What follows belongs to an exercise in optimizing a design on an open flow for small area and a short achievable clock period; a production flow would make more cautious choices.
Only simulation tests tie the RTL to the original design; equivalence was not proved.
Power is estimated from default activity; no workload was simulated.

==> design.v <==
module mpu #(
  parameter integer NREG = 8
) (
  input  wire                          clk,
  input  wire                          rst_n,
  input  wire [31:0]                   smpuctl_q,  
  input  wire                          prog_en,
  input  wire [$clog2(NREG)-1:0]       prog_idx,
  input  wire                          prog_valid,
  input  wire [31:0]                   prog_base,
  input  wire [31:0]                   prog_limit,     
  input  wire                          prog_allow_r,
  input  wire                          prog_allow_w,
  input  wire                          prog_allow_x,
  input  wire                          prog_user_ok,   
  input  wire                          prog_is_ispace,
  input  wire [1:0]                    acc_type,    
  input  wire [1:0]                    cur_priv,    
  input  wire [31:0]                   phys_addr,
  output reg                           allow,
  output reg                           is_ispace_region
);
  localparam [1:0] ACC_FETCH = 2'b00, ACC_LOAD = 2'b01, ACC_STORE = 2'b10;
  localparam [1:0] PRIV_U = 2'b00;
  integer i;
  reg regs_valid[NREG];
  reg [31:0] regs_base[NREG];
  reg [31:0] regs_limit[NREG];
  reg regs_allow_r[NREG];
  reg regs_allow_w[NREG];
  reg regs_allow_x[NREG];
  reg regs_user_ok[NREG];
  reg regs_is_ispace[NREG];
  reg lock_q;
  always @(posedge clk or negedge rst_n) begin
    if (!rst_n) lock_q <= 1'b0; else lock_q <= lock_q | smpuctl_q[0];
  end
  always @(posedge clk or negedge rst_n) begin
    if (!rst_n) begin
      for (i = 0; i < NREG; i++) begin
        regs_valid[i] <= '0; regs_base[i] <= '0; regs_limit[i] <= '0; regs_allow_r[i] <= '0; regs_allow_w[i] <= '0; regs_allow_x[i] <= '0; regs_user_ok[i] <= '0; regs_is_ispace[i] <= '0;
      end
    end else begin
      if (prog_en && !lock_q) begin
        regs_valid[prog_idx] <= prog_valid; regs_base[prog_idx] <= prog_base; regs_limit[prog_idx] <= prog_limit; regs_allow_r[prog_idx] <= prog_allow_r; regs_allow_w[prog_idx] <= prog_allow_w; regs_allow_x[prog_idx] <= prog_allow_x; regs_user_ok[prog_idx] <= prog_user_ok; regs_is_ispace[prog_idx] <= prog_is_ispace;
      end
    end
  end
  reg hit;
  reg allow_r, allow_w, allow_x, user_ok;
  reg region_is_ispace;
  always @* begin
    hit = 1'b0;
    allow_r = 1'b0; allow_w = 1'b0; allow_x = 1'b0; user_ok = 1'b0;
    region_is_ispace = 1'b0;
    for (i = 0; i < NREG; i++) begin
      if (regs_valid[i] && phys_addr >= regs_base[i] && phys_addr <= regs_limit[i]) begin
        hit = 1'b1;
        allow_r = regs_allow_r[i];
        allow_w = regs_allow_w[i];
        allow_x = regs_allow_x[i];
        user_ok = regs_user_ok[i];
        region_is_ispace = regs_is_ispace[i];
      end
    end
    allow = 1'b0;
    is_ispace_region = region_is_ispace;
    if (hit) begin
      case (acc_type)
        ACC_FETCH: allow = allow_x;
        ACC_LOAD:  allow = allow_r;
        ACC_STORE: allow = allow_w;
        default:   allow = 1'b0;
      endcase
      if (cur_priv == PRIV_U && !user_ok) allow = 1'b0;
    end
  end
endmodule
module harvos_mpu_pair (
  input  wire        clk,
  input  wire        rst_n,
  input  wire        smpuctl_lock,
  input  wire        mpu_prog_en,
  input  wire [2:0]  mpu_prog_idx,
  input  wire [31:0] mpu_prog_base,
  input  wire [31:0] mpu_prog_limit,
  input  wire [2:0]  mpu_prog_perm,       
  input  wire        mpu_prog_user_ok,
  input  wire        mpu_prog_is_ispace,
  input  wire [1:0]  cur_priv,
  input  wire [31:0] if_paddr,
  output wire        if_allow,
  output wire        if_is_ispace,
  input  wire [31:0] d_paddr,
  input  wire        d_is_store,
  output wire        d_allow,
  output wire        d_is_ispace
);
  localparam [1:0] ACC_FETCH = 2'b00, ACC_LOAD = 2'b01, ACC_STORE = 2'b10;
  wire [31:0] smpuctl_q = {31'h0, smpuctl_lock};
  mpu #(.NREG(8)) u_mpu_if (
    .clk(clk), .rst_n(rst_n),
    .smpuctl_q      (smpuctl_q),
    .prog_en        (mpu_prog_en),
    .prog_idx       (mpu_prog_idx),
    .prog_valid     (mpu_prog_en),
    .prog_base      (mpu_prog_base),
    .prog_limit     (mpu_prog_limit),
    .prog_allow_r   (mpu_prog_perm[0]),
    .prog_allow_w   (mpu_prog_perm[1]),
    .prog_allow_x   (mpu_prog_perm[2]),
    .prog_user_ok   (mpu_prog_user_ok),
    .prog_is_ispace (mpu_prog_is_ispace),
    .acc_type       (ACC_FETCH),
    .cur_priv       (cur_priv),
    .phys_addr      (if_paddr),
    .allow          (if_allow),
    .is_ispace_region(if_is_ispace)
  );
  mpu #(.NREG(8)) u_mpu_d (
    .clk(clk), .rst_n(rst_n),
    .smpuctl_q      (smpuctl_q),
    .prog_en        (mpu_prog_en),
    .prog_idx       (mpu_prog_idx),
    .prog_valid     (mpu_prog_en),
    .prog_base      (mpu_prog_base),
    .prog_limit     (mpu_prog_limit),
    .prog_allow_r   (mpu_prog_perm[0]),
    .prog_allow_w   (mpu_prog_perm[1]),
    .prog_allow_x   (mpu_prog_perm[2]),
    .prog_user_ok   (mpu_prog_user_ok),
    .prog_is_ispace (mpu_prog_is_ispace),
    .acc_type       (d_is_store ? ACC_STORE : ACC_LOAD),
    .cur_priv       (cur_priv),
    .phys_addr      (d_paddr),
    .allow          (d_allow),
    .is_ispace_region(d_is_ispace)
  );
endmodule
==> run.sh <==
#!/bin/bash
# synth_recipe.tcl (not shown) runs the flow's synth.tcl, then flattens the netlist and writes it again
# the make line also repeats each setting of config.mk as NAME=value (left out here)
make -C /OpenROAD-flow-scripts/flow DESIGN_CONFIG=/design/flow/config.mk WORK_HOME=/design/flow/orfs CLKGATE_MAP_FILE= SYNTH_SCRIPT=/design/flow/synth_recipe.tcl finish
==> config.mk <==
export PLATFORM = sky130hd
export DESIGN_NAME = harvos_mpu_pair
export DESIGN_NICKNAME = harvos_mpu_pair
export VERILOG_FILES = /design/flow/design.v
export SDC_FILE = /design/flow/constraint.sdc
export NUM_CORES = 4
export LEC_CHECK = 0
export CAP_MARGIN = 20
export CORE_MARGIN = 2
export CORE_UTILIZATION = 40
export PLACE_DENSITY = 0.6
export SETUP_SLACK_MARGIN = 0.25
export SLEW_MARGIN = 20
==> constraint.sdc <==
create_clock -name core_clock -period 7.0 [get_ports {clk}]
set_input_delay 1.4000 -clock core_clock [delete_from_list [all_inputs] [get_ports {clk}]]
set_output_delay 1.4000 -clock core_clock [all_outputs]
set_load 0.01 [all_outputs]
==> run_summary.xml, run 1 <==
<?xml version="1.0" encoding="UTF-8"?>
<metrics>
  <group name="die">
    <metric name="core-area" unit="mm²">0.163</metric>
    <metric name="pin_count" unit="">147</metric>
    <metric name="fp.dieArea" unit="mm²">0.168</metric>
    <metric name="std_cell_rows" unit="">148</metric>
    <metric name="fp.dieW" unit="µm">410</metric>
    <metric name="die_height" unit="µm">410</metric>
    <metric name="initial_utilization" unit="%">40.3</metric>
  </group>
  <group name="sta">
    <metric name="maxClockFrequency" unit="MHz">147</metric>
    <metric name="hold_slack" unit="ns">0.479</metric>
    <metric name="timing.final.crit_period" unit="ns">6.79</metric>
    <metric name="worst_pin_slew" unit="ns">1.12</metric>
    <metric name="hold_viol_final" unit="">0</metric>
    <metric name="clock-skew-final" unit="ns">0.0160</metric>
    <metric name="timing.final.setup_violations" unit="">0</metric>
    <metric name="final.period_utilization" unit="%">97.1</metric>
    <metric name="rsz_0062_raised_after_global_routing" unit="">true</metric>
    <metric name="relSlewSlack" unit="%">25.1</metric>
    <metric name="timing.setup.tns" unit="ns">0</metric>
    <metric name="finalMaxSlewViolations" unit="">0</metric>
  </group>
  <group name="worst_setup_path">
    <metric name="setup.worst_path.start" unit="">if_paddr[7]</metric>
    <metric name="endpoint_kind" unit="">output port</metric>
    <metric name="timing.critical_path.arrival" unit="ns">5.39</metric>
    <metric name="crit_path_start_kind" unit="">input pin</metric>
    <metric name="cp_max_fo" unit="">12</metric>
    <metric name="critPathCapture" unit="">if_is_ispace</metric>
    <metric name="crit_path_max_incr_delay" unit="ns">0.55</metric>
    <metric name="timing.reg2reg.worst_path_depth" unit="">4</metric>
    <metric name="r2r-start" unit="">u_mpu_if.lock_q</metric>
    <metric name="ff2ff_setup_slack" unit="ns">4.42</metric>
    <metric name="required_time_at_the_endpoint_of_the_critical_path" unit="ns">5.60</metric>
    <metric name="critPathSlowestCell" unit="">clkdlybuf4s50_1</metric>
    <metric name="timing.rr.end" unit="">u_mpu_if.regs_limit[6][0]</metric>
    <metric name="worst-setup-path-type" unit="">in2out</metric>
    <metric name="path_cells" unit="">clkdlybuf4s50_1 &gt; buf_12 &gt; buf_6 &gt; ha_1 &gt; o21ai_0 &gt; a2111oi_2 &gt; o21ai_0 &gt; o211ai_1 &gt; a211oi_2 &gt; o22ai_2 &gt; a21boi_2 &gt; inv_1 &gt; o211a_1 &gt; o31ai_2 &gt; buf_4 &gt; clkdlybuf4s50_1</metric>
  </group>
  <group name="synth">
    <metric name="syn-instance-count" unit="">6628</metric>
    <metric name="synthTopCellsByCount" unit="">dfrtp_1 (1098), inv_1 (1033), ha_1 (1024), o21ai_0 (679), nand2_1 (635)</metric>
    <metric name="synthArstFlopShare" unit="%">100</metric>
    <metric name="yosysMostFrequentCell" unit="">dfrtp_1</metric>
    <metric name="synth_cell_types" unit="">72</metric>
    <metric name="ys_ff_latch" unit="">1098</metric>
    <metric name="ys_seq_area_share" unit="%">41.7</metric>
    <metric name="proportion_of_netlist_area_held_by_the_largest_area_contributor" unit="%">41.7</metric>
    <metric name="synth-edff-count" unit="">0</metric>
    <metric name="netlist.top_cell.by_area" unit="">dfrtp_1</metric>
    <metric name="yosys-top-cells-area" unit="">dfrtp_1 (42%), ha_1 (19%), mux2_2 (10%)</metric>
    <metric name="syn_nets" unit="">7795</metric>
    <metric name="synth_flop_cell" unit="">dfrtp_1</metric>
    <metric name="synth.yosys.warnings" unit="">9</metric>
    <metric name="avgSynthCellArea" unit="µm²">9.93</metric>
    <metric name="synth.cell_area" unit="mm²">0.0658</metric>
  </group>
  <group name="global_route">
    <metric name="first_global_vias" unit="">50216</metric>
    <metric name="track_usage" unit="%">23.8</metric>
    <metric name="grt_max_degree" unit="">149</metric>
    <metric name="global_route_wire_length_before_repair" unit="µm">306000</metric>
    <metric name="globalRoute.totalOverflow" unit="">0</metric>
    <metric name="antenna_found_initial" unit="">30</metric>
  </group>
  <group name="cts">
    <metric name="clockRootBuffer" unit="">clkbuf_16</metric>
    <metric name="tritoncts_clock_tree" unit="">yes</metric>
    <metric name="clkSinkCount" unit="">1098</metric>
    <metric name="clk_pin_slew_worst_paths" unit="ns">0.06</metric>
    <metric name="cts.hold.buffers_added" unit="">0</metric>
    <metric name="clkLatencyLatePin" unit="ns">0.75</metric>
    <metric name="tritoncts.num_buffers" unit="">120</metric>
    <metric name="ctsLongestPathBuffers" unit="">3</metric>
    <metric name="clock_tree.htree_level_count" unit="">3</metric>
  </group>
  <group name="placed_design">
    <metric name="dp_hpwl" unit="µm">138000</metric>
    <metric name="placed_area" unit="mm²">0.0718</metric>
    <metric name="gp_congestion" unit="">0.903</metric>
    <metric name="buffer_ports.inserted" unit="">146</metric>
    <metric name="placedCellCount" unit="">8967</metric>
  </group>
  <group name="drt">
    <metric name="count_of_nets_left_with_antenna_violations_after_detail_routing" unit="">0</metric>
    <metric name="detailedRoute.firstIterationViolations" unit="">3775</metric>
    <metric name="remaining_drc_errors" unit="">0</metric>
    <metric name="finalWirelength" unit="µm">200000</metric>
    <metric name="detail_route.first_pass.iterations" unit="">5</metric>
    <metric name="detailroute.via_count" unit="">49772</metric>
    <metric name="route.detailed.wl_per_inst" unit="µm">21.7</metric>
    <metric name="vias_per_cell" unit="">5.41</metric>
  </group>
  <group name="power">
    <metric name="totalPowerFinal" unit="µW">15400</metric>
    <metric name="irDropWorstVdd" unit="mV">0.219</metric>
    <metric name="power.density_cell_area" unit="mW/mm²">202</metric>
    <metric name="power.leakage" unit="µW">0.0377</metric>
  </group>
  <group name="flow_run">
    <metric name="max-cap-violations" unit="">0</metric>
  </group>
  <group name="finish">
    <metric name="fraction_of_layout_instances_using_a_drive_strength_above_1" unit="%">16.2</metric>
    <metric name="flow.area_growth_from_synthesis" unit="%">15.7</metric>
    <metric name="finalInstanceArea" unit="mm²">0.0762</metric>
    <metric name="final_net_count" unit="">8091</metric>
    <metric name="final_cell_count_without_fillers" unit="">9199</metric>
  </group>
  <group name="worst_hold_path">
    <metric name="hp-class" unit="">reg2reg</metric>
    <metric name="min_path_cells" unit="">1</metric>
  </group>
  <group name="outcome">
    <metric name="outcome" unit="">finished clean</metric>
  </group>
</metrics>
-- cell families (layout without fill, tap and decap cells) --
family / count (synthesis) / in the layout / synth area share [%]
mux: 587 / 587 / 10.0
flops: 1098 / 1098 / 41.7
other cells: 0 / 7 / 0
compound gates: 1406 / 1406 / 12.6
simple gates: 1242 / 1242 / 8.91
fa+ha+maj: 1024 / 1024 / 19.5
buf+inv: 1271 / 1660 / 7.25
-- power breakdown --
| group | internal, µW | switching, µW |
|---|---|---|
| clock | 3620 | 2730 |
| sequential | 6640 | 111 |
| combinational | 916 | 1410 |
| total | 11200 | 4250 |
-- stage by stage --
| stage | utilization (%) | setup WS, ns |
|---|---|---|
| CTS | 46.6 | 0.231 |
| detailed placement | 44.0 | -0.582 |
| global placement | 44.0 | -0.585 |
| floorplan | - | 1.51 |
| global route | 46.7 | 0.00902 |
| finish | 46.7 | 0.205 |
-- worst max-delay path, delay by kind of cell --
family          cells  cell delay (ns)
fa+ha+maj           1             0.36
buf+inv             6             1.58
compound gates      9             2.04
-- cells in the final DEF, fill, tap and decap left out, types with 50 or more instances in the layout --
cell type / instances
nand2_1: 629
nand4_1: 165
nand2b_1: 51
dfrtp_1: 1098
mux2_2: 585
nand3_1: 67
buf_4: 204
a21o_1: 141
nor2b_1: 50
inv_1: 1031
clkbuf_16: 123
o21ai_0: 678
nor2_1: 114
a21oi_1: 289
buf_12: 55
ha_1: 1023
clkdlybuf4s50_1: 135
-- timing repair --
item | 4_1_cts | 5_1_grt
setup buffers | 8 | 2
gates resized for setup | 81 | 20
pin swaps | 13 | 12
setup endpoints to repair | 4 | 4
-- state kept, by name, summed over array words and instances, names as in the netlist --
name / cells
u_mpu_d.regs_allow_r: 8
u_mpu_if.lock_q: 1
u_mpu_if.regs_user_ok: 8
u_mpu_d.lock_q: 1
u_mpu_d.regs_allow_w: 8
u_mpu_d.regs_base: 256
u_mpu_if.regs_is_ispace: 8
u_mpu_d.regs_valid: 8
u_mpu_d.regs_is_ispace: 8
u_mpu_d.regs_limit: 256
u_mpu_if.regs_base: 256
u_mpu_if.regs_allow_x: 8
u_mpu_d.regs_user_ok: 8
u_mpu_if.regs_valid: 8
u_mpu_if.regs_limit: 256
-- how the worst min path moves through the flow --
stage	slack, ns	end	start
6_report	0.48	u_mpu_if.regs_valid[4]	u_mpu_if.regs_valid[4]
5_1_grt	0.51	u_mpu_if.regs_limit[4][3]	u_mpu_if.regs_limit[4][3]
4_1_cts	0.47	u_mpu_if.regs_valid[4]	u_mpu_if.regs_valid[4]
3_5_place_dp	0.46	u_mpu_if.regs_valid[4]	u_mpu_if.regs_valid[4]
3_3_place_gp	0.44	u_mpu_if.regs_valid[4]	u_mpu_if.regs_valid[4]
2_1_floorplan	0.43	u_mpu_if.regs_valid[4]	u_mpu_if.regs_valid[4]
-- area by class of cell --
cell class                 instances  area (µm²)
fill                           15207       87000
sequential                      1098       27500
multi-input combinational       4259       34100
inverter                        1033        3880
clock inverter                    29         259
clock buffer                     186        3600
tap                             2175        2720
antenna                            7        17.5
timing repair buffer             412        4170
-- metal layers --
layer	track usage, %	share of wire (%)	wire length, µm	vias up
met5	0	0.024	48	-
met4	6.73	3.0	5990	8
met3	3.36	5.7	11400	317
met2	38.5	46	91300	1262
met1	33.2	46	91100	24665
li1	-	-	-	23520
==> inputs of run 2 (changes only) <==
==> design.v (replaced) <==
module mpu #(
  parameter integer NREG = 8
) (
  input  wire                    clk,
  input  wire                    rst_n,
  input  wire                    lock_in,
  input  wire                    prog_en,
  input  wire [$clog2(NREG)-1:0] prog_idx,
  input  wire [31:0]             prog_base,
  input  wire [31:0]             prog_limit,     
  input  wire [2:0]              prog_perm,      
  input  wire                    prog_user_ok,
  input  wire                    prog_is_ispace,
  input  wire [1:0]              cur_priv,       
  input  wire [31:0]             if_addr,
  output wire                    if_allow,
  output wire                    if_is_ispace,
  input  wire [31:0]             d_addr,
  input  wire                    d_is_store,
  output wire                    d_allow,
  output wire                    d_is_ispace
);
  function automatic ge32(input [31:0] a, input [31:0] b);
    reg c;
    integer k;
    begin
      c = 1'b1;
      for (k = 0; k < 32; k = k + 1)
        c = (a[k] & ~b[k]) | (a[k] & c) | (~b[k] & c);
      ge32 = c;
    end
  endfunction
  reg            lock_q;
  reg [NREG-1:0] valid;
  reg [31:0]     base  [NREG];
  reg [31:0]     limit [NREG];
  reg [NREG-1:0] perm_r, perm_w, perm_x, user_ok, is_ispace;
  wire wr = prog_en && !lock_q;
  always @(posedge clk or negedge rst_n) begin
    if (!rst_n) lock_q <= 1'b0; else lock_q <= lock_q | lock_in;
  end
  always @(posedge clk or negedge rst_n) begin
    if (!rst_n) valid <= '0;
    else if (wr) valid[prog_idx] <= 1'b1;
  end
  always @(posedge clk) begin
    if (wr) begin
      base[prog_idx]      <= prog_base;
      limit[prog_idx]     <= prog_limit;
      perm_r[prog_idx]    <= prog_perm[0];
      perm_w[prog_idx]    <= prog_perm[1];
      perm_x[prog_idx]    <= prog_perm[2];
      user_ok[prog_idx]   <= prog_user_ok;
      is_ispace[prog_idx] <= prog_is_ispace;
    end
  end
  wire sup = |cur_priv;
  reg [NREG-1:0] if_hit, d_hit;
  reg [NREG-1:0] if_ok, d_ok;
  integer i;
  always @* begin
    for (i = 0; i < NREG; i = i + 1) begin
      if_hit[i] = valid[i] && ge32(if_addr, base[i]) && ge32(limit[i], if_addr);
      d_hit[i]  = valid[i] && ge32(d_addr, base[i]) && ge32(limit[i], d_addr);
      if_ok[i]  = perm_x[i] && (sup || user_ok[i]);
      d_ok[i]   = (d_is_store ? perm_w[i] : perm_r[i]) && (sup || user_ok[i]);
    end
  end
  reg if_a, if_s, d_a, d_s;
  always @* begin
    if_a = 1'b0; if_s = 1'b0; d_a = 1'b0; d_s = 1'b0;
    for (i = 0; i < NREG; i = i + 1) begin
      if (if_hit[i]) begin if_a = if_ok[i]; if_s = is_ispace[i]; end
      if (d_hit[i])  begin d_a = d_ok[i];   d_s = is_ispace[i]; end
    end
  end
  assign if_allow     = if_a;
  assign if_is_ispace = if_s;
  assign d_allow      = d_a;
  assign d_is_ispace  = d_s;
endmodule
module harvos_mpu_pair (
  input  wire        clk,
  input  wire        rst_n,
  input  wire        smpuctl_lock,
  input  wire        mpu_prog_en,
  input  wire [2:0]  mpu_prog_idx,
  input  wire [31:0] mpu_prog_base,
  input  wire [31:0] mpu_prog_limit,
  input  wire [2:0]  mpu_prog_perm,       
  input  wire        mpu_prog_user_ok,
  input  wire        mpu_prog_is_ispace,
  input  wire [1:0]  cur_priv,
  input  wire [31:0] if_paddr,
  output wire        if_allow,
  output wire        if_is_ispace,
  input  wire [31:0] d_paddr,
  input  wire        d_is_store,
  output wire        d_allow,
  output wire        d_is_ispace
);
  mpu #(.NREG(8)) u_mpu (
    .clk            (clk),
    .rst_n          (rst_n),
    .lock_in        (smpuctl_lock),
    .prog_en        (mpu_prog_en),
    .prog_idx       (mpu_prog_idx),
    .prog_base      (mpu_prog_base),
    .prog_limit     (mpu_prog_limit),
    .prog_perm      (mpu_prog_perm),
    .prog_user_ok   (mpu_prog_user_ok),
    .prog_is_ispace (mpu_prog_is_ispace),
    .cur_priv       (cur_priv),
    .if_addr        (if_paddr),
    .if_allow       (if_allow),
    .if_is_ispace   (if_is_ispace),
    .d_addr         (d_paddr),
    .d_is_store     (d_is_store),
    .d_allow        (d_allow),
    .d_is_ispace    (d_is_ispace)
  );
endmodule
--- a/config.mk
+++ b/config.mk
@@ -5,6 +5,7 @@
 export SDC_FILE = /design/flow/constraint.sdc
 export NUM_CORES = 4
 export LEC_CHECK = 0
+export ABC_AREA = 1
 export CAP_MARGIN = 20
 export CORE_MARGIN = 2
 export CORE_UTILIZATION = 40
==> run_summary.xml, run 2 <==
<?xml version="1.0" encoding="UTF-8"?>
<metrics>
  <group name="drt">
    <metric name="detailroute.via_count" unit="">31154</metric>
    <metric name="detailedRoute.firstIterationViolations" unit="">3487</metric>
    <metric name="count_of_nets_left_with_antenna_violations_after_detail_routing" unit="">0</metric>
    <metric name="remaining_drc_errors" unit="">0</metric>
    <metric name="route.detailed.wl_per_inst" unit="µm">19.2</metric>
    <metric name="detail_route.first_pass.iterations" unit="">6</metric>
    <metric name="finalWirelength" unit="µm">114000</metric>
    <metric name="vias_per_cell" unit="">5.23</metric>
  </group>
  <group name="die">
    <metric name="fp.dieArea" unit="mm²">0.0890</metric>
    <metric name="core-area" unit="mm²">0.0855</metric>
    <metric name="initial_utilization" unit="%">40.5</metric>
    <metric name="fp.dieW" unit="µm">298</metric>
    <metric name="pin_count" unit="">147</metric>
    <metric name="die_height" unit="µm">298</metric>
    <metric name="std_cell_rows" unit="">107</metric>
  </group>
  <group name="worst_setup_path">
    <metric name="critical_path.most_common_cell" unit="">nand2_1</metric>
    <metric name="required_time_at_the_endpoint_of_the_critical_path" unit="ns">5.60</metric>
    <metric name="crit_path_max_incr_delay" unit="ns">0.64</metric>
    <metric name="crit_path_start_kind" unit="">input pin</metric>
    <metric name="critPathSlowestCell" unit="">clkdlybuf4s50_1</metric>
    <metric name="endpoint_kind" unit="">output port</metric>
    <metric name="cp_max_fo" unit="">6</metric>
    <metric name="critical_path.n_buffers_inverters" unit="">5</metric>
    <metric name="worst-setup-path-type" unit="">in2out</metric>
    <metric name="timing.critical_path.arrival" unit="ns">5.08</metric>
    <metric name="critical_path.top_delay_family" unit="">simple AND/OR/NAND/NOR gates</metric>
  </group>
  <group name="placed_design">
    <metric name="dp_hpwl" unit="µm">83200</metric>
    <metric name="gp_congestion" unit="">0.907</metric>
    <metric name="buffer_ports.inserted" unit="">146</metric>
    <metric name="dp_slack" unit="ns">-0.288</metric>
    <metric name="placed_area" unit="mm²">0.0381</metric>
  </group>
  <group name="sta">
    <metric name="fin_ws" unit="ns">0.516</metric>
    <metric name="relSlewSlack" unit="%">34.9</metric>
    <metric name="worst_pin_slew" unit="ns">0.974</metric>
    <metric name="timing.final.crit_period" unit="ns">6.48</metric>
    <metric name="rsz_0062_raised_after_global_routing" unit="">false</metric>
    <metric name="timing.final.setup_violations" unit="">0</metric>
    <metric name="clock-skew-final" unit="ns">0.0233</metric>
    <metric name="hold_viol_final" unit="">0</metric>
    <metric name="maxClockFrequency" unit="MHz">154</metric>
    <metric name="final.period_utilization" unit="%">92.6</metric>
    <metric name="timing.setup.tns" unit="ns">0</metric>
    <metric name="finalMaxSlewViolations" unit="">0</metric>
    <metric name="hold_slack" unit="ns">0.465</metric>
  </group>
  <group name="synth">
    <metric name="avgSynthCellArea" unit="µm²">7.62</metric>
    <metric name="proportion_of_netlist_area_held_by_the_largest_area_contributor" unit="%">47.9</metric>
    <metric name="synthTopCellsByCount" unit="">inv_1 (1416), nand2_1 (1105), o22ai_1 (939), edfxtp_1 (552), clkbuf_1 (142)</metric>
    <metric name="yosys-top-cells-area" unit="">edfxtp_1 (48%), o22ai_1 (17%), inv_1 (15%)</metric>
    <metric name="synth.yosys.warnings" unit="">1</metric>
    <metric name="synth_flop_cell" unit="">edfxtp_1</metric>
    <metric name="synth_cell_types" unit="">33</metric>
    <metric name="synthArstFlopShare" unit="%">1.60</metric>
    <metric name="yosysMostFrequentCell" unit="">inv_1</metric>
    <metric name="syn-instance-count" unit="">4546</metric>
    <metric name="syn_nets" unit="">4692</metric>
    <metric name="synth-edff-count" unit="">552</metric>
    <metric name="ys_ff_latch" unit="">561</metric>
    <metric name="ys_seq_area_share" unit="%">48.5</metric>
    <metric name="netlist.top_cell.by_area" unit="">edfxtp_1</metric>
    <metric name="synth.cell_area" unit="mm²">0.0346</metric>
  </group>
  <group name="cts">
    <metric name="tritoncts.num_buffers" unit="">68</metric>
    <metric name="ctsLongestPathBuffers" unit="">3</metric>
    <metric name="clockRootBuffer" unit="">clkbuf_16</metric>
    <metric name="clock_tree.htree_level_count" unit="">3</metric>
    <metric name="clkSinkCount" unit="">561</metric>
    <metric name="clk_pin_slew_worst_paths" unit="ns">0.06</metric>
    <metric name="cts.hold.buffers_added" unit="">0</metric>
    <metric name="tritoncts_clock_tree" unit="">yes</metric>
    <metric name="clkLatencyLatePin" unit="ns">0.61</metric>
  </group>
  <group name="flow_run">
    <metric name="max-cap-violations" unit="">0</metric>
  </group>
  <group name="finish">
    <metric name="flow.area_growth_from_synthesis" unit="%">17.8</metric>
    <metric name="final_net_count" unit="">4904</metric>
    <metric name="top_regs" unit="">u_mpu.base x256, u_mpu.limit x256</metric>
    <metric name="finalInstanceArea" unit="mm²">0.0408</metric>
    <metric name="most_frequent_cells_in_the_layout" unit="">inv_1 (1415), nand2_1 (1026), o22ai_1 (932)</metric>
    <metric name="final_common_cell" unit="">inv_1</metric>
    <metric name="fraction_of_layout_instances_using_a_drive_strength_above_1" unit="%">10.2</metric>
    <metric name="filler_cells" unit="">8241</metric>
  </group>
  <group name="power">
    <metric name="power.leakage" unit="µW">0.0200</metric>
    <metric name="clockPowerShare" unit="%">43.5</metric>
    <metric name="irDropWorstVdd" unit="mV">0.196</metric>
    <metric name="intPower" unit="µW">6100</metric>
    <metric name="p_switching" unit="µW">2130</metric>
    <metric name="pwr-share-comb" unit="%">11.7</metric>
    <metric name="sw_frac_of_total" unit="%">25.9</metric>
    <metric name="seq_power_share" unit="%">44.8</metric>
    <metric name="power.density_cell_area" unit="mW/mm²">202</metric>
  </group>
  <group name="global_route">
    <metric name="globalRoute.totalOverflow" unit="">0</metric>
    <metric name="grt_max_degree" unit="">65</metric>
    <metric name="antenna_found_initial" unit="">7</metric>
    <metric name="global_route_wire_length_before_repair" unit="µm">172000</metric>
    <metric name="first_global_vias" unit="">28933</metric>
    <metric name="track_usage" unit="%">24.9</metric>
  </group>
  <group name="outcome">
    <metric name="outcome" unit="">finished clean</metric>
  </group>
  <group name="worst_hold_path">
    <metric name="hp-class" unit="">reg2reg</metric>
  </group>
</metrics>
## run 2: timing repair
item                                    4_1_cts  5_1_grt
endpoints found under the setup margin        4        4
setup buffers                                 4        2
gates resized for setup                      57      120
cloned                                        0        1
pin swaps                                    28       93
## run 2: stage by stage
stage | power [µW] | utilization, % | instances
2_1_floorplan | 4280 | - | 4546
3_3_place_gp | 4670 | 44.6 | 5825
3_5_place_dp | 4680 | 44.6 | 5825
4_1_cts | 8240 | 47.3 | 5951
5_1_grt | 8490 | 47.7 | 5955
6_report | 8230 | 47.7 | 5955
## run 2: cell families (layout without fill, tap and decap cells)
kind of cell | Yosys count | count (layout) | synth area share [%]
adder cells (fa/ha/maj) | 3 | 3 | 0.108
flip-flops | 561 | 561 | 48.5
other | 0 | 1 | 0
AND/OR/NAND/NOR | 1272 | 1272 | 14.0
multiplexers | 4 | 4 | 0.130
buffers and inverters | 1664 | 1928 | 18.4
AO/OA/AOI/OAI | 1042 | 1042 | 18.8
## run 2: layout make-up
type / instances / area, µm² / share of cell area, %
clock inverter: 44 / 432 / 1.06
tap: 1144 / 1430 / 3.51
timing repair buffer: 332 / 2930 / 7.17
clock buffer: 78 / 1780 / 4.36
inverter: 1473 / 5560 / 13.6
multi-input combinational: 2321 / 11900 / 29.1
sequential: 561 / 16800 / 41.2
antenna: 1 / 2.50 / 0.00613
timing repair inverter: 1 / 7.51 / 0.0184
## run 2: final timing paths
kind	from	endpoint	slack, ns	cells after the start
setup / recovery	d_paddr[10]	d_allow	0.52	38
hold / removal	u_mpu.lock_q	u_mpu.lock_q	0.47	1
setup reg to reg	u_mpu.lock_q	u_mpu.limit[5][21]	3.55	7
hold reg to reg	u_mpu.lock_q	u_mpu.lock_q	0.47	1
max in group asynchronous	rst_n	u_mpu.valid[0]	5.54	1
min in group asynchronous	rst_n	u_mpu.valid[3]	1.12	1
## run 2: routing by layer
layer | up-vias | routed length [µm] | part of all wire [%] | track usage [%]
met1 | 14403 | 52900 | 46 | 37.3
met5 | - | 31 | 0.027 | 0
li1 | 15164 | - | - | -
met2 | 1426 | 47600 | 42 | 35.8
met4 | 6 | 2410 | 2.1 | 6.64
met3 | 155 | 11200 | 9.8 | 5.53
## run 2: power groups by stage
stage	clock, µW	sequential (µW)	combinational (µW)
finish	3580	3690	961
global route	3750	3690	1050
CTS	3620	3690	928
detailed placement	0	3760	919
global placement	0	3760	914
floorplan	0	3760	521
==> inputs of run 3 (changes only) <==
--- a/design.v
+++ b/design.v
@@ -21,13 +21,17 @@
   output wire                    d_is_ispace
 );
   function automatic ge32(input [31:0] a, input [31:0] b);
-    reg c;
-    integer k;
+    reg [31:0] gt, ge;
+    integer w, k;
     begin
-      c = 1'b1;
-      for (k = 0; k < 32; k = k + 1)
-        c = (a[k] & ~b[k]) | (a[k] & c) | (~b[k] & c);
-      ge32 = c;
+      gt = a & ~b;
+      ge = a | ~b;
+      for (w = 1; w < 32; w = w * 2)
+        for (k = 0; k < 32; k = k + 2 * w) begin
+          ge[k] = gt[k + w] | (ge[k + w] & ge[k]);
+          gt[k] = gt[k + w] | (ge[k + w] & gt[k]);
+        end
+      ge32 = ge[0];
     end
   endfunction
   reg            lock_q;
--- a/config.mk
+++ b/config.mk
@@ -10,5 +10,5 @@
 export CORE_MARGIN = 2
 export CORE_UTILIZATION = 40
 export PLACE_DENSITY = 0.6
-export SETUP_SLACK_MARGIN = 0.25
+export SETUP_SLACK_MARGIN = 2.0
 export SLEW_MARGIN = 20
==> run_summary.xml, run 3 <==
<?xml version="1.0" encoding="UTF-8"?>
<metrics>
  <group name="die">
    <metric name="initial_utilization" unit="%">40.4</metric>
    <metric name="pin_count" unit="">147</metric>
    <metric name="fp.dieW" unit="µm">317</metric>
    <metric name="core-area" unit="mm²">0.0969</metric>
    <metric name="std_cell_rows" unit="">114</metric>
    <metric name="die_height" unit="µm">317</metric>
    <metric name="fp.dieArea" unit="mm²">0.100</metric>
  </group>
  <group name="global_route">
    <metric name="globalRoute.totalOverflow" unit="">0</metric>
    <metric name="first_global_vias" unit="">37045</metric>
    <metric name="antenna_found_initial" unit="">3</metric>
    <metric name="grt_max_degree" unit="">65</metric>
    <metric name="track_usage" unit="%">30.0</metric>
    <metric name="global_route_wire_length_before_repair" unit="µm">223000</metric>
  </group>
  <group name="worst_hold_path">
    <metric name="hp-class" unit="">reg2reg</metric>
    <metric name="hold_start" unit="">u_mpu.lock_q</metric>
    <metric name="min_path_cells" unit="">1</metric>
    <metric name="timing.hold.worst_endpoint" unit="">u_mpu.lock_q</metric>
  </group>
  <group name="finish">
    <metric name="multi_input_area" unit="mm²">0.0205</metric>
    <metric name="sequential_cell_area" unit="mm²">0.0168</metric>
    <metric name="most_frequent_cells_in_the_layout" unit="">nand2_1 (1719), inv_1 (561), edfxtp_1 (552)</metric>
    <metric name="filler_cells" unit="">9175</metric>
    <metric name="flow.area_growth_from_synthesis" unit="%">26.3</metric>
    <metric name="top_regs" unit="">u_mpu.base x256, u_mpu.limit x256</metric>
    <metric name="final_common_cell" unit="">nand2_1</metric>
    <metric name="final_net_count" unit="">6034</metric>
    <metric name="fraction_of_layout_instances_using_a_drive_strength_above_1" unit="%">17.4</metric>
  </group>
  <group name="cts">
    <metric name="clkSinkCount" unit="">561</metric>
    <metric name="tritoncts.num_buffers" unit="">73</metric>
    <metric name="clockRootBuffer" unit="">clkbuf_16</metric>
    <metric name="tritoncts_clock_tree" unit="">yes</metric>
    <metric name="clk_pin_slew_worst_paths" unit="ns">0.05</metric>
    <metric name="clock_tree.htree_level_count" unit="">3</metric>
    <metric name="cts.hold.buffers_added" unit="">0</metric>
    <metric name="clkLatencyLatePin" unit="ns">0.66</metric>
    <metric name="ctsLongestPathBuffers" unit="">3</metric>
  </group>
  <group name="worst_setup_path">
    <metric name="critical_path.most_common_cell" unit="">nand2_1</metric>
    <metric name="timing.critical_path.arrival" unit="ns">3.67</metric>
    <metric name="critical_path.n_buffers_inverters" unit="">5</metric>
    <metric name="ff2ff_setup_slack" unit="ns">3.43</metric>
    <metric name="critical_path.top_delay_family" unit="">simple AND/OR/NAND/NOR gates</metric>
    <metric name="timing.rr.end" unit="">u_mpu.limit[7][20]</metric>
    <metric name="r2r-start" unit="">u_mpu.lock_q</metric>
    <metric name="timing.reg2reg.worst_path_depth" unit="">7</metric>
    <metric name="cp_max_fo" unit="">4</metric>
    <metric name="endpoint_kind" unit="">output port</metric>
    <metric name="required_time_at_the_endpoint_of_the_critical_path" unit="ns">5.60</metric>
    <metric name="crit_path_start_kind" unit="">input pin</metric>
    <metric name="critPathSlowestCell" unit="">nand4_1</metric>
    <metric name="path_cells" unit="">buf_6 &gt; clkinvlp_4 &gt; buf_6 &gt; o22ai_2 &gt; nand2_1 &gt; nand2_1 &gt; nand3_1 &gt; nand2_1 &gt; nand3_1 &gt; nand2_1 &gt; nand4_1 &gt; a21oi_2 &gt; nor2_4 &gt; buf_4 &gt; a21oi_2 &gt; a21oi_4 &gt; buf_6</metric>
    <metric name="crit_path_max_incr_delay" unit="ns">0.32</metric>
    <metric name="worst-setup-path-type" unit="">in2out</metric>
  </group>
  <group name="drt">
    <metric name="remaining_drc_errors" unit="">0</metric>
    <metric name="count_of_nets_left_with_antenna_violations_after_detail_routing" unit="">0</metric>
    <metric name="detailroute.via_count" unit="">41024</metric>
    <metric name="finalWirelength" unit="µm">157000</metric>
    <metric name="detailedRoute.firstIterationViolations" unit="">4468</metric>
    <metric name="vias_per_cell" unit="">5.68</metric>
    <metric name="route.detailed.wl_per_inst" unit="µm">21.7</metric>
    <metric name="detail_route.first_pass.iterations" unit="">7</metric>
  </group>
  <group name="power">
    <metric name="power.density_cell_area" unit="mW/mm²">183</metric>
    <metric name="intPower" unit="µW">6470</metric>
    <metric name="seq_power_share" unit="%">40.8</metric>
    <metric name="irDropWorstVdd" unit="mV">0.190</metric>
    <metric name="sw_frac_of_total" unit="%">28.4</metric>
    <metric name="p_switching" unit="µW">2570</metric>
    <metric name="pwr-share-comb" unit="%">17.7</metric>
    <metric name="clockPowerShare" unit="%">41.4</metric>
    <metric name="power.leakage" unit="µW">0.0215</metric>
  </group>
  <group name="sta">
    <metric name="timing.setup.tns" unit="ns">0</metric>
    <metric name="relSlewSlack" unit="%">37.6</metric>
    <metric name="rsz_0062_raised_after_global_routing" unit="">true</metric>
    <metric name="final.period_utilization" unit="%">72.4</metric>
    <metric name="timing.final.crit_period" unit="ns">5.07</metric>
    <metric name="worst_pin_slew" unit="ns">0.934</metric>
    <metric name="finalMaxSlewViolations" unit="">0</metric>
    <metric name="timing.final.setup_violations" unit="">0</metric>
    <metric name="hold_viol_final" unit="">0</metric>
    <metric name="maxClockFrequency" unit="MHz">197</metric>
    <metric name="hold_slack" unit="ns">0.467</metric>
    <metric name="clock-skew-final" unit="ns">0.0255</metric>
  </group>
  <group name="synth">
    <metric name="syn-instance-count" unit="">5540</metric>
    <metric name="syn_nets" unit="">5687</metric>
    <metric name="synth.cell_area" unit="mm²">0.0391</metric>
    <metric name="synth.yosys.warnings" unit="">1</metric>
    <metric name="ys_ff_latch" unit="">561</metric>
    <metric name="yosysMostFrequentCell" unit="">nand2_1</metric>
    <metric name="yosys-top-cells-area" unit="">edfxtp_1 (42%), nand2_1 (18%), o21ai_0 (6.1%)</metric>
    <metric name="synthArstFlopShare" unit="%">1.60</metric>
    <metric name="avgSynthCellArea" unit="µm²">7.06</metric>
    <metric name="synth_flop_cell" unit="">edfxtp_1</metric>
    <metric name="proportion_of_netlist_area_held_by_the_largest_area_contributor" unit="%">42.4</metric>
    <metric name="ys_seq_area_share" unit="%">43.0</metric>
    <metric name="synth_cell_types" unit="">54</metric>
    <metric name="synthTopCellsByCount" unit="">nand2_1 (1909), inv_1 (581), nor2_1 (574), edfxtp_1 (552), o21ai_0 (476)</metric>
    <metric name="netlist.top_cell.by_area" unit="">edfxtp_1</metric>
    <metric name="synth-edff-count" unit="">552</metric>
  </group>
  <group name="flow_run">
    <metric name="max-cap-violations" unit="">0</metric>
  </group>
  <group name="placed_design">
    <metric name="buffer_ports.inserted" unit="">146</metric>
    <metric name="gp_congestion" unit="">0.964</metric>
    <metric name="dp_hpwl" unit="µm">102000</metric>
  </group>
  <group name="outcome">
    <metric name="outcome" unit="">finished clean</metric>
  </group>
</metrics>
-- run 3: cell count changes after synthesis, moves of 147 or more --
| cell | previous run | this run |
|---|---|---|
| a21oi_1 | 10 | 267 |
| nand2_1 | 1105 | 1909 |
| a31oi_1 | 0 | 167 |
| nand3_1 | 49 | 196 |
| o21ai_0 | 43 | 476 |
| o22ai_1 | 939 | 145 |
| nor2_1 | 108 | 574 |
| inv_1 | 1416 | 581 |
-- run 3: worst max path at each step --
stage                 start               end  slack (ns)  cells past startpoint
4_1_cts         if_paddr[3]      if_is_ispace        1.99                     18
3_5_place_dp   if_paddr[12]      if_is_ispace        0.67                     16
5_1_grt         d_paddr[17]           d_allow        1.85                     23
2_1_floorplan   mpu_prog_en  u_mpu.base[0][0]        1.13                      4
3_3_place_gp   if_paddr[12]      if_is_ispace        0.68                     16
6_report       if_paddr[10]      if_is_ispace        1.93                     17
-- run 3: power by group through the flow --
stage                     Sequential [µW]  Combinational (µW)  Clock, µW
after global placement               3760                1190          0
after global routing                 3690                1700       3910
final                                3690                1600       3750
after floorplan                      3760                 706          0
after CTS                            3690                1430       3800
after detailed placement             3760                1200          0
-- run 3: cells by family (layout without fill, tap and decap cells) --
| logic type | count (synthesis) | in the layout | synth area share, % |
|---|---|---|---|
| AO/OA/AOI/OAI | 1305 | 1305 | 19.1 |
| buffers and inverters | 845 | 1249 | 9.33 |
| adder cells (fa/ha/maj) | 6 | 6 | 0.179 |
| multiplexers | 2 | 2 | 0.0576 |
| AND/OR/NAND/NOR | 2821 | 2821 | 28.3 |
| other | 0 | 3 | 0 |
| flip-flops | 561 | 561 | 43.0 |
-- run 3: timing repair --
action	CTS	global route
setup endpoints to repair	4	4
resized for setup	829	472
cloned	38	13
setup buffers	141	30
endpoints found under the hold margin	0	0
pin swaps	88	146
-- run 3: metal layers --
metal / wire, µm / track usage [%] / vias up
met2: 72800 / 49.5 / 2008
li1: - / - / 19345
met1: 60900 / 37.8 / 19253
met5: 0 / 0 / -
met4: 10300 / 18.2 / 0
met3: 12800 / 3.57 / 418
-- run 3: cell type report --
type,count,share of cell area (%)
Inverter,647,5.64
Timing Repair Buffer,451,10.6
Sequential cell,561,34.0
Multi-Input combinational cell,4134,41.6
Clock inverter,34,0.656
Tap cell,1276,3.23
Timing Repair inverter,19,0.218
Clock buffer,98,4.05
Antenna cell,3,0.0152
-- run 3: metrics by stage --
step / area (µm²) / instances / setup slack [ns] / util [%] / power (µW)
after floorplan: 39100 / 5540 / 1.13 / - / 4470
after global placement: 41800 / 6864 / 0.677 / 43.2 / 4950
after detailed placement: 41800 / 6864 / 0.667 / 43.2 / 4960
after CTS: 47300 / 7175 / 1.99 / 48.9 / 8920
after global routing: 49400 / 7223 / 1.85 / 51.0 / 9300
final: 49400 / 7223 / 1.93 / 51.0 / 9040
==> inputs of run 4 (changes only) <==
--- a/config.mk
+++ b/config.mk
@@ -10,5 +10,5 @@
 export CORE_MARGIN = 2
 export CORE_UTILIZATION = 40
 export PLACE_DENSITY = 0.6
-export SETUP_SLACK_MARGIN = 2.0
+export SETUP_SLACK_MARGIN = 0.25
 export SLEW_MARGIN = 20
==> run_summary.xml, run 4 <==
<?xml version="1.0" encoding="UTF-8"?>
<metrics>
  <group name="placed_design">
    <metric name="placed_area" unit="mm²">0.0418</metric>
    <metric name="dp_hpwl" unit="µm">102000</metric>
    <metric name="buffer_ports.inserted" unit="">146</metric>
    <metric name="gp_congestion" unit="">0.964</metric>
    <metric name="dp_slack" unit="ns">0.667</metric>
  </group>
  <group name="synth">
    <metric name="yosys-top-cells-area" unit="">edfxtp_1 (42%), nand2_1 (18%), o21ai_0 (6.1%)</metric>
    <metric name="proportion_of_netlist_area_held_by_the_largest_area_contributor" unit="%">42.4</metric>
    <metric name="synth.yosys.warnings" unit="">1</metric>
    <metric name="yosysMostFrequentCell" unit="">nand2_1</metric>
    <metric name="syn_nets" unit="">5687</metric>
    <metric name="ys_seq_area_share" unit="%">43.0</metric>
    <metric name="synth-edff-count" unit="">552</metric>
    <metric name="synth_flop_cell" unit="">edfxtp_1</metric>
    <metric name="netlist.top_cell.by_area" unit="">edfxtp_1</metric>
    <metric name="synth_cell_types" unit="">54</metric>
    <metric name="synth.cell_area" unit="mm²">0.0391</metric>
    <metric name="avgSynthCellArea" unit="µm²">7.06</metric>
    <metric name="syn-instance-count" unit="">5540</metric>
    <metric name="ys_ff_latch" unit="">561</metric>
    <metric name="synthArstFlopShare" unit="%">1.60</metric>
    <metric name="synthTopCellsByCount" unit="">nand2_1 (1909), inv_1 (581), nor2_1 (574), edfxtp_1 (552), o21ai_0 (476)</metric>
  </group>
  <group name="power">
    <metric name="power.leakage" unit="µW">0.0195</metric>
    <metric name="power.density_cell_area" unit="mW/mm²">196</metric>
    <metric name="clockPowerShare" unit="%">43.2</metric>
    <metric name="intPower" unit="µW">6250</metric>
    <metric name="seq_power_share" unit="%">42.7</metric>
    <metric name="totalPowerFinal" unit="µW">8640</metric>
    <metric name="irDropWorstVdd" unit="mV">0.183</metric>
    <metric name="pwr-share-comb" unit="%">14.1</metric>
    <metric name="sw_frac_of_total" unit="%">27.6</metric>
    <metric name="p_switching" unit="µW">2390</metric>
  </group>
  <group name="finish">
    <metric name="final_core_utilization" unit="%">45.6</metric>
    <metric name="finalInstanceArea" unit="mm²">0.0442</metric>
    <metric name="filler_cells" unit="">9596</metric>
    <metric name="top_regs" unit="">u_mpu.base x256, u_mpu.limit x256</metric>
    <metric name="multi_input_area" unit="mm²">0.0187</metric>
    <metric name="most_frequent_cells_in_the_layout" unit="">nand2_1 (1909), inv_1 (581), nor2_1 (566)</metric>
    <metric name="flow.area_growth_from_synthesis" unit="%">13.0</metric>
    <metric name="fraction_of_layout_instances_using_a_drive_strength_above_1" unit="%">5.33</metric>
    <metric name="final_common_cell" unit="">nand2_1</metric>
    <metric name="sequential_cell_area" unit="mm²">0.0168</metric>
    <metric name="final_net_count" unit="">5812</metric>
  </group>
  <group name="cts">
    <metric name="tritoncts.num_buffers" unit="">73</metric>
    <metric name="clock_tree.htree_level_count" unit="">3</metric>
    <metric name="ctsLongestPathBuffers" unit="">3</metric>
    <metric name="cts.hold.buffers_added" unit="">0</metric>
    <metric name="clkLatencyLatePin" unit="ns">0.65</metric>
    <metric name="clockRootBuffer" unit="">clkbuf_16</metric>
    <metric name="clk_pin_slew_worst_paths" unit="ns">0.05</metric>
    <metric name="post_cts_buffers" unit="">0</metric>
    <metric name="post_cts_resized" unit="">0</metric>
    <metric name="clkSinkCount" unit="">561</metric>
    <metric name="tritoncts_clock_tree" unit="">yes</metric>
  </group>
  <group name="die">
    <metric name="initial_utilization" unit="%">40.4</metric>
    <metric name="pin_count" unit="">147</metric>
    <metric name="std_cell_rows" unit="">114</metric>
    <metric name="core-area" unit="mm²">0.0969</metric>
    <metric name="die_height" unit="µm">317</metric>
    <metric name="fp.dieArea" unit="mm²">0.100</metric>
    <metric name="fp.dieW" unit="µm">317</metric>
  </group>
  <group name="sta">
    <metric name="relSlewSlack" unit="%">38.4</metric>
    <metric name="final.period_utilization" unit="%">91.2</metric>
    <metric name="finalMaxSlewViolations" unit="">0</metric>
    <metric name="timing.final.crit_period" unit="ns">6.38</metric>
    <metric name="fin_ws" unit="ns">0.619</metric>
    <metric name="worst_pin_slew" unit="ns">0.922</metric>
    <metric name="maxClockFrequency" unit="MHz">157</metric>
    <metric name="rsz_0062_raised_after_global_routing" unit="">false</metric>
    <metric name="timing.setup.tns" unit="ns">0</metric>
    <metric name="timing.final.setup_violations" unit="">0</metric>
    <metric name="hold_viol_final" unit="">0</metric>
    <metric name="clock-skew-final" unit="ns">0.0259</metric>
  </group>
  <group name="drt">
    <metric name="vias_per_cell" unit="">5.55</metric>
    <metric name="count_of_nets_left_with_antenna_violations_after_detail_routing" unit="">0</metric>
    <metric name="detail_route.first_pass.iterations" unit="">6</metric>
    <metric name="finalWirelength" unit="µm">144000</metric>
    <metric name="remaining_drc_errors" unit="">0</metric>
    <metric name="detailroute.via_count" unit="">38872</metric>
    <metric name="route.detailed.wl_per_inst" unit="µm">20.5</metric>
    <metric name="detailedRoute.firstIterationViolations" unit="">3858</metric>
  </group>
  <group name="worst_setup_path">
    <metric name="timing.critical_path.arrival" unit="ns">4.98</metric>
    <metric name="worst-setup-path-type" unit="">in2out</metric>
    <metric name="r2r-start" unit="">u_mpu.lock_q</metric>
    <metric name="crit_path_start_kind" unit="">input pin</metric>
    <metric name="endpoint_kind" unit="">output port</metric>
    <metric name="setup.worst_path.start" unit="">if_paddr[12]</metric>
    <metric name="required_time_at_the_endpoint_of_the_critical_path" unit="ns">5.60</metric>
    <metric name="cp_max_fo" unit="">14</metric>
  </group>
  <group name="global_route">
    <metric name="global_route_wire_length_before_repair" unit="µm">209000</metric>
    <metric name="antenna_found_initial" unit="">3</metric>
    <metric name="grt_max_degree" unit="">65</metric>
    <metric name="track_usage" unit="%">28.1</metric>
    <metric name="first_global_vias" unit="">35129</metric>
    <metric name="globalRoute.totalOverflow" unit="">0</metric>
  </group>
  <group name="flow_run">
    <metric name="max-cap-violations" unit="">0</metric>
  </group>
  <group name="worst_hold_path">
    <metric name="hp-class" unit="">reg2reg</metric>
    <metric name="hold_start" unit="">u_mpu.lock_q</metric>
  </group>
  <group name="outcome">
    <metric name="outcome" unit="">finished clean</metric>
  </group>
</metrics>
## run 4: cell counts after synthesis
Identical to the previous run, type by type.
## run 4: area by class of cell
| cell class | instances | area share [%] |
|---|---|---|
| Antenna cell | 3 | 0.0170 |
| Multi-Input combinational cell | 4134 | 42.4 |
| Sequential cell | 561 | 38.0 |
| Tap cell | 1276 | 3.61 |
| Clock inverter | 34 | 0.733 |
| Timing Repair Buffer | 248 | 5.17 |
| Clock buffer | 98 | 4.53 |
| Inverter | 647 | 5.53 |
## run 4: path summary, 6_finish.rpt
path | end | slack (ns) | cells after the start
hold reg to reg | u_mpu.lock_q | 0.47 | 1
hold / removal | u_mpu.lock_q | 0.47 | 1
setup / recovery | if_is_ispace | 0.62 | 16
min in group asynchronous | u_mpu.valid[7] | 1.14 | 1
setup reg to reg | u_mpu.limit[7][20] | 3.43 | 7
max in group asynchronous | u_mpu.valid[6] | 5.45 | 1
## run 4: routing by layer
layer | vias to the layer above | track usage, % | part of all wire (%)
li1 | 18862 | - | -
met1 | 18037 | 34.8 | 40
met2 | 1641 | 47.0 | 47
met3 | 332 | 3.46 | 6.8
met4 | 0 | 16.6 | 6.2
met5 | - | 0 | 0
## run 4: worst max-delay path: stages
cell,delay (ns)
clkdlybuf4s50_1,0.89
inv_2,0.31
o22ai_1,0.17
o21ai_1,0.09
nand2_1,0.06
nand2_1,0.06
nand2_1,0.07
nand3_1,0.06
nand2_1,0.07
nand4_1,0.32
a21oi_1,0.33
nor2_2,0.11
a21oi_1,0.12
nand2_1,0.09
a21oi_2,0.20
clkdlybuf4s50_1,0.58
## run 4: logic make-up (layout without fill, tap and decap cells)
| family | count (synthesis) | after routing | share of synthesized area (%) |
|---|---|---|---|
| AND/OR/NAND/NOR | 2821 | 2821 | 28.3 |
| adder cells (fa/ha/maj) | 6 | 6 | 0.179 |
| flip-flops | 561 | 561 | 43.0 |
| multiplexers | 2 | 2 | 0.0576 |
| other | 0 | 3 | 0 |
| buffers and inverters | 845 | 1027 | 9.33 |
| AO/OA/AOI/OAI | 1305 | 1305 | 19.1 |
## run 4: metrics by stage
step | std cells | hold WS [ns]
after global routing | 7001 | 0.486
after CTS | 6996 | 0.466
final | 7001 | 0.468
after detailed placement | 6864 | 0.454
after global placement | 6864 | 0.451
after floorplan | 5540 | 0.440
## run 4: power by group through the flow
stage                     Sequential, µW  Clock [µW]  Combinational (µW)
after global routing                3690        3910                1320
final                               3690        3730                1220
after detailed placement            3760           0                1200
after global placement              3760           0                1190
after floorplan                     3760           0                 706
after CTS                           3690        3800                1200
==> inputs of run 5 (changes only) <==
--- a/design.v
+++ b/design.v
@@ -21,17 +21,18 @@
   output wire                    d_is_ispace
 );
   function automatic ge32(input [31:0] a, input [31:0] b);
-    reg [31:0] gt, ge;
+    reg [31:0] gt, pp;
     integer w, k;
     begin
       gt = a & ~b;
-      ge = a | ~b;
+      pp = a | ~b;
+      gt[0] = pp[0];
       for (w = 1; w < 32; w = w * 2)
         for (k = 0; k < 32; k = k + 2 * w) begin
-          ge[k] = gt[k + w] | (ge[k + w] & ge[k]);
-          gt[k] = gt[k + w] | (ge[k + w] & gt[k]);
+          gt[k] = gt[k + w] | (pp[k + w] & gt[k]);
+          pp[k] = pp[k + w] & pp[k];
         end
-      ge32 = ge[0];
+      ge32 = gt[0];
     end
   endfunction
   reg            lock_q;
@@ -70,18 +71,28 @@
       d_ok[i]   = (d_is_store ? perm_w[i] : perm_r[i]) && (sup || user_ok[i]);
     end
   end
-  reg if_a, if_s, d_a, d_s;
-  always @* begin
-    if_a = 1'b0; if_s = 1'b0; d_a = 1'b0; d_s = 1'b0;
-    for (i = 0; i < NREG; i = i + 1) begin
-      if (if_hit[i]) begin if_a = if_ok[i]; if_s = is_ispace[i]; end
-      if (d_hit[i])  begin d_a = d_ok[i];   d_s = is_ispace[i]; end
+  function automatic [1:0] pick8(input [7:0] hit, input [7:0] v);
+    reg [7:0] h, x;
+    integer w, k;
+    begin
+      h = hit;
+      x = hit & v;
+      for (w = 1; w < 8; w = w * 2)
+        for (k = 0; k < 8; k = k + 2 * w) begin
+          x[k] = x[k + w] | (~h[k + w] & x[k]);
+          h[k] = h[k + w] | h[k];
+        end
+      pick8 = {h[0], x[0]};
     end
-  end
-  assign if_allow     = if_a;
-  assign if_is_ispace = if_s;
-  assign d_allow      = d_a;
-  assign d_is_ispace  = d_s;
+  endfunction
+  wire [1:0] if_a = pick8(if_hit, if_ok);
+  wire [1:0] if_s = pick8(if_hit, is_ispace);
+  wire [1:0] d_a  = pick8(d_hit, d_ok);
+  wire [1:0] d_s  = pick8(d_hit, is_ispace);
+  assign if_allow     = if_a[0];
+  assign if_is_ispace = if_s[0];
+  assign d_allow      = d_a[0];
+  assign d_is_ispace  = d_s[0];
 endmodule
 module harvos_mpu_pair (
   input  wire        clk,
--- a/config.mk
+++ b/config.mk
@@ -10,5 +10,5 @@
 export CORE_MARGIN = 2
 export CORE_UTILIZATION = 40
 export PLACE_DENSITY = 0.6
-export SETUP_SLACK_MARGIN = 0.25
+export SETUP_SLACK_MARGIN = 2.5
 export SLEW_MARGIN = 20
==> run_summary.xml, run 5 <==
<?xml version="1.0" encoding="UTF-8"?>
<metrics>
  <group name="sta">
    <metric name="worst_pin_slew" unit="ns">1.17</metric>
    <metric name="rsz_0062_raised_after_global_routing" unit="">true</metric>
    <metric name="final.period_utilization" unit="%">69.4</metric>
    <metric name="clock-skew-final" unit="ns">0.0281</metric>
    <metric name="timing.final.setup_violations" unit="">0</metric>
    <metric name="timing.final.crit_period" unit="ns">4.86</metric>
    <metric name="relSlewSlack" unit="%">21.7</metric>
    <metric name="hold_viol_final" unit="">0</metric>
    <metric name="maxClockFrequency" unit="MHz">206</metric>
    <metric name="timing.setup.tns" unit="ns">0</metric>
    <metric name="finalMaxSlewViolations" unit="">0</metric>
  </group>
  <group name="worst_hold_path">
    <metric name="hp-class" unit="">reg2reg</metric>
    <metric name="min_path_cells" unit="">1</metric>
  </group>
  <group name="cts">
    <metric name="clkLatencyLatePin" unit="ns">0.62</metric>
    <metric name="ctsLongestPathBuffers" unit="">3</metric>
    <metric name="clock_tree.htree_level_count" unit="">3</metric>
    <metric name="clkSinkCount" unit="">561</metric>
    <metric name="tritoncts_clock_tree" unit="">yes</metric>
    <metric name="clockRootBuffer" unit="">clkbuf_16</metric>
    <metric name="tritoncts.num_buffers" unit="">69</metric>
    <metric name="clk_pin_slew_worst_paths" unit="ns">0.05</metric>
  </group>
  <group name="global_route">
    <metric name="track_usage" unit="%">30.7</metric>
    <metric name="global_route_wire_length_before_repair" unit="µm">213000</metric>
    <metric name="globalRoute.totalOverflow" unit="">0</metric>
    <metric name="grt_max_degree" unit="">57</metric>
    <metric name="antenna_found_initial" unit="">5</metric>
    <metric name="first_global_vias" unit="">33901</metric>
  </group>
  <group name="worst_setup_path">
    <metric name="timing.critical_path.arrival" unit="ns">3.46</metric>
    <metric name="cp_max_fo" unit="">5</metric>
    <metric name="critical_path.most_common_cell" unit="">nand2_1</metric>
    <metric name="cp_num_cells" unit="">20</metric>
    <metric name="crit_path_max_incr_delay" unit="ns">0.20</metric>
    <metric name="crit_path_start_kind" unit="">input pin</metric>
    <metric name="critical_path.top_delay_family" unit="">simple AND/OR/NAND/NOR gates</metric>
    <metric name="timing.reg2reg.worst_path_depth" unit="">6</metric>
    <metric name="critical_path.n_buffers_inverters" unit="">6</metric>
    <metric name="critPathSlowestCell" unit="">buf_4</metric>
    <metric name="endpoint_kind" unit="">output port</metric>
    <metric name="path_cells" unit="">buf_8 &gt; clkinvlp_4 &gt; buf_4 &gt; nand2_1 &gt; nand3_1 &gt; a21oi_2 &gt; nand2_1 &gt; nand2_1 &gt; nand2_1 &gt; nand2_2 &gt; nand2_1 &gt; nand2_2 &gt; nand3_2 &gt; nand2_4 &gt; inv_2 &gt; nand3_1 &gt; nand2_1 &gt; inv_2 &gt; nand2_4 &gt; buf_6</metric>
    <metric name="worst-setup-path-type" unit="">in2out</metric>
    <metric name="required_time_at_the_endpoint_of_the_critical_path" unit="ns">5.60</metric>
  </group>
  <group name="synth">
    <metric name="proportion_of_netlist_area_held_by_the_largest_area_contributor" unit="%">46.1</metric>
    <metric name="syn-instance-count" unit="">4932</metric>
    <metric name="avgSynthCellArea" unit="µm²">7.30</metric>
    <metric name="synth-edff-count" unit="">552</metric>
    <metric name="syn_nets" unit="">5079</metric>
    <metric name="ys_seq_area_share" unit="%">46.7</metric>
    <metric name="synthXorXnorAreaFrac" unit="%">0</metric>
    <metric name="yosysMostFrequentCell" unit="">nand2_1</metric>
    <metric name="yosys-mux-area-fraction" unit="%">0.0626</metric>
    <metric name="synth.yosys.warnings" unit="">1</metric>
    <metric name="netlist.top_cell.by_area" unit="">edfxtp_1</metric>
    <metric name="synth.cell_area" unit="mm²">0.0360</metric>
    <metric name="synthSimpleGateAreaFrac" unit="%">29.2</metric>
    <metric name="ys_ff_latch" unit="">561</metric>
    <metric name="synth_fa_ha_area_share" unit="%">0.139</metric>
    <metric name="synthArstFlopShare" unit="%">1.60</metric>
    <metric name="synth_cell_types" unit="">42</metric>
    <metric name="synth_top_family_by_area" unit="">simple AND/OR/NAND/NOR gates</metric>
    <metric name="synth_flop_cell" unit="">edfxtp_1</metric>
    <metric name="yosys-top-cells-area" unit="">edfxtp_1 (46%), nand2_1 (16%), nor2_1 (6.7%)</metric>
    <metric name="synth_compound_area_share" unit="%">14.5</metric>
    <metric name="synthTopCellsByCount" unit="">nand2_1 (1528), nor2_1 (647), inv_1 (579), edfxtp_1 (552), o21ai_0 (444)</metric>
  </group>
  <group name="placed_design">
    <metric name="dp_hpwl" unit="µm">99600</metric>
    <metric name="placed_area" unit="mm²">0.0386</metric>
    <metric name="gp_congestion" unit="">1.00</metric>
    <metric name="buffer_ports.inserted" unit="">146</metric>
    <metric name="placedCellCount" unit="">6171</metric>
  </group>
  <group name="power">
    <metric name="irDropWorstVdd" unit="mV">0.189</metric>
    <metric name="sw_frac_of_total" unit="%">27.4</metric>
    <metric name="pwr-share-comb" unit="%">15.3</metric>
    <metric name="seq_power_share" unit="%">43.6</metric>
    <metric name="clockPowerShare" unit="%">41.1</metric>
    <metric name="power.density_cell_area" unit="mW/mm²">186</metric>
    <metric name="intPower" unit="µW">6160</metric>
    <metric name="p_switching" unit="µW">2320</metric>
    <metric name="power.leakage" unit="µW">0.0192</metric>
  </group>
  <group name="drt">
    <metric name="finalWirelength" unit="µm">146000</metric>
    <metric name="detail_route.first_pass.iterations" unit="">6</metric>
    <metric name="detailedRoute.firstIterationViolations" unit="">4312</metric>
    <metric name="count_of_nets_left_with_antenna_violations_after_detail_routing" unit="">0</metric>
    <metric name="detailroute.via_count" unit="">37001</metric>
    <metric name="vias_per_cell" unit="">5.68</metric>
    <metric name="route.detailed.wl_per_inst" unit="µm">22.4</metric>
    <metric name="remaining_drc_errors" unit="">0</metric>
  </group>
  <group name="die">
    <metric name="initial_utilization" unit="%">40.2</metric>
    <metric name="std_cell_rows" unit="">110</metric>
    <metric name="pin_count" unit="">147</metric>
    <metric name="core-area" unit="mm²">0.0896</metric>
    <metric name="die_height" unit="µm">304</metric>
    <metric name="fp.dieArea" unit="mm²">0.0924</metric>
    <metric name="fp.dieW" unit="µm">304</metric>
  </group>
  <group name="finish">
    <metric name="flow.area_growth_from_synthesis" unit="%">26.4</metric>
    <metric name="fraction_of_layout_instances_using_a_drive_strength_above_1" unit="%">19.7</metric>
    <metric name="final_net_count" unit="">5431</metric>
    <metric name="finalInstanceArea" unit="mm²">0.0455</metric>
    <metric name="most_frequent_cells_in_the_layout" unit="">nand2_1 (1331), nor2_1 (558), edfxtp_1 (552)</metric>
    <metric name="top_regs" unit="">u_mpu.base x256, u_mpu.limit x256</metric>
    <metric name="filler_cells" unit="">8525</metric>
    <metric name="final_cell_count_without_fillers" unit="">6515</metric>
    <metric name="final_common_cell" unit="">nand2_1</metric>
  </group>
  <group name="outcome">
    <metric name="outcome" unit="">finished clean</metric>
  </group>
  <group name="flow_run">
    <metric name="max-cap-violations" unit="">0</metric>
  </group>
</metrics>
run 5: cell count changes in the layout (fill, tap and decap cells not counted), sizes merged, moves of 28 or more:
cell           previous run  this run
a31oi                   169        79
a21boi                   61         0
buf                     102       345
clkdlybuf4s50           146        77
nand2                  1910      1531
a21oi                   274       219
o21ai                   535       470
nor3                     87        25
nand3                   196       318
clkinvlp                  0        32
inv                     639       611
nor2                    583       650
run 5: kinds of logic after synthesis:
logic type | after synthesis
AO/OA/AOI/OAI | 960
adder cells (fa/ha/maj) | 4
buffers and inverters | 801
flip-flops | 561
multiplexers | 2
AND/OR/NAND/NOR | 2604
run 5: stage by stage:
stage | utilization, % | setup WS (ns) | total power [µW] | hold slack (ns)
finish | 50.8 | 2.14 | 8480 | 0.506
global route | 50.8 | 2.06 | 8710 | 0.547
CTS | 50.0 | 2.21 | 8440 | 0.491
detailed placement | 43.1 | 0.662 | 4730 | 0.480
global placement | 43.1 | 0.627 | 4720 | 0.492
floorplan | - | 2.10 | 4300 | 0.440
run 5: area by class of cell:
type | instances | area (µm²) | area share (%)
clock buffers | 87 | 1840 | 4.04
clock inverters | 37 | 304 | 0.668
repair buffers | 444 | 4500 | 9.90
diodes | 2 | 5.00 | 0.0110
flip-flops and latches | 561 | 16800 | 36.9
repair inverters | 17 | 125 | 0.275
well taps | 1176 | 1470 | 3.23
inverters | 621 | 2610 | 5.74
multi-input cells | 3570 | 17800 | 39.2
run 5: worst paths after layout:
kind                                   start                 end  slack (ns)
worst max-delay path             if_paddr[5]        if_is_ispace        2.14
worst min-delay path            u_mpu.lock_q        u_mpu.lock_q        0.51
worst max register to register  u_mpu.lock_q  u_mpu.limit[0][22]        3.94
worst min register to register  u_mpu.lock_q        u_mpu.lock_q        0.51
max in group asynchronous              rst_n      u_mpu.valid[6]        5.53
min in group asynchronous              rst_n      u_mpu.valid[3]        1.12
run 5: repair_timing:
item	CTS	global route
hold buffers	0	0
resized for setup	1057	153
pin swaps	234	112
gates cloned	30	1
endpoints found under the setup margin	4	26
setup buffers	163	24
run 5: per-layer routing:
metal	track usage, %	wire length (µm)	part of all wire, %	up-vias
met5	0	176	0.12	-
met2	48.8	65900	45	2027
met1	41.0	58000	40	17488
met4	13.4	6850	4.7	10
met3	5.72	15000	10	368
li1	-	-	-	17108
run 5: power groups by stage:
stage | sequential [µW] | clock, µW | combinational [µW]
after floorplan | 3760 | 0 | 542
after global placement | 3760 | 0 | 962
after detailed placement | 3760 | 0 | 968
after CTS | 3690 | 3530 | 1220
after global routing | 3690 | 3650 | 1370
final | 3690 | 3490 | 1300

[re-timing with driven ports]
No port has a modelled driver above. Below, the same layouts with a new extraction and two added sets of constraints. Step 1 (the two cells are an assumption about what drives the block):
set clk [get_ports {clk}]
set_driving_cell -lib_cell sky130_fd_sc_hd__clkbuf_16 $clk
set_driving_cell -lib_cell sky130_fd_sc_hd__buf_2 [delete_from_list [all_inputs] $clk]
Step 2 also shifts input and output timing later by t, the mid clock arrival at the registers, as if the neighbouring blocks saw the same clock. Three values: ideal ports, drivers, drivers and shift; two values: the first two.
run	t, ns	setup WS [ns]	worst setup path after step 2	clock arrival spread, ns	slew at the worst register clock pin (ns)
run 1	0.813	0.205 / 0.176 / 0.176	input to output	0.030 / 0.030	0.07 / 0.07
run 2	0.668	0.516 / 0.487 / 0.487	input to output	0.035 / 0.034	0.07 / 0.07
run 3	0.716	1.934 / 1.885 / 1.668	input to register	0.026 / 0.026	0.06 / 0.06
run 4	0.712	0.619 / 0.586 / 0.586	input to output	0.027 / 0.027	0.06 / 0.06
run 5	0.684	2.141 / 2.089 / 2.089	input to output	0.039 / 0.040	0.06 / 0.06
After both steps setup and hold are still met in every run listed. For run 3, which loses most, drivers alone change the setup slack by -0.049 ns; drivers and shift together by -0.266 ns.
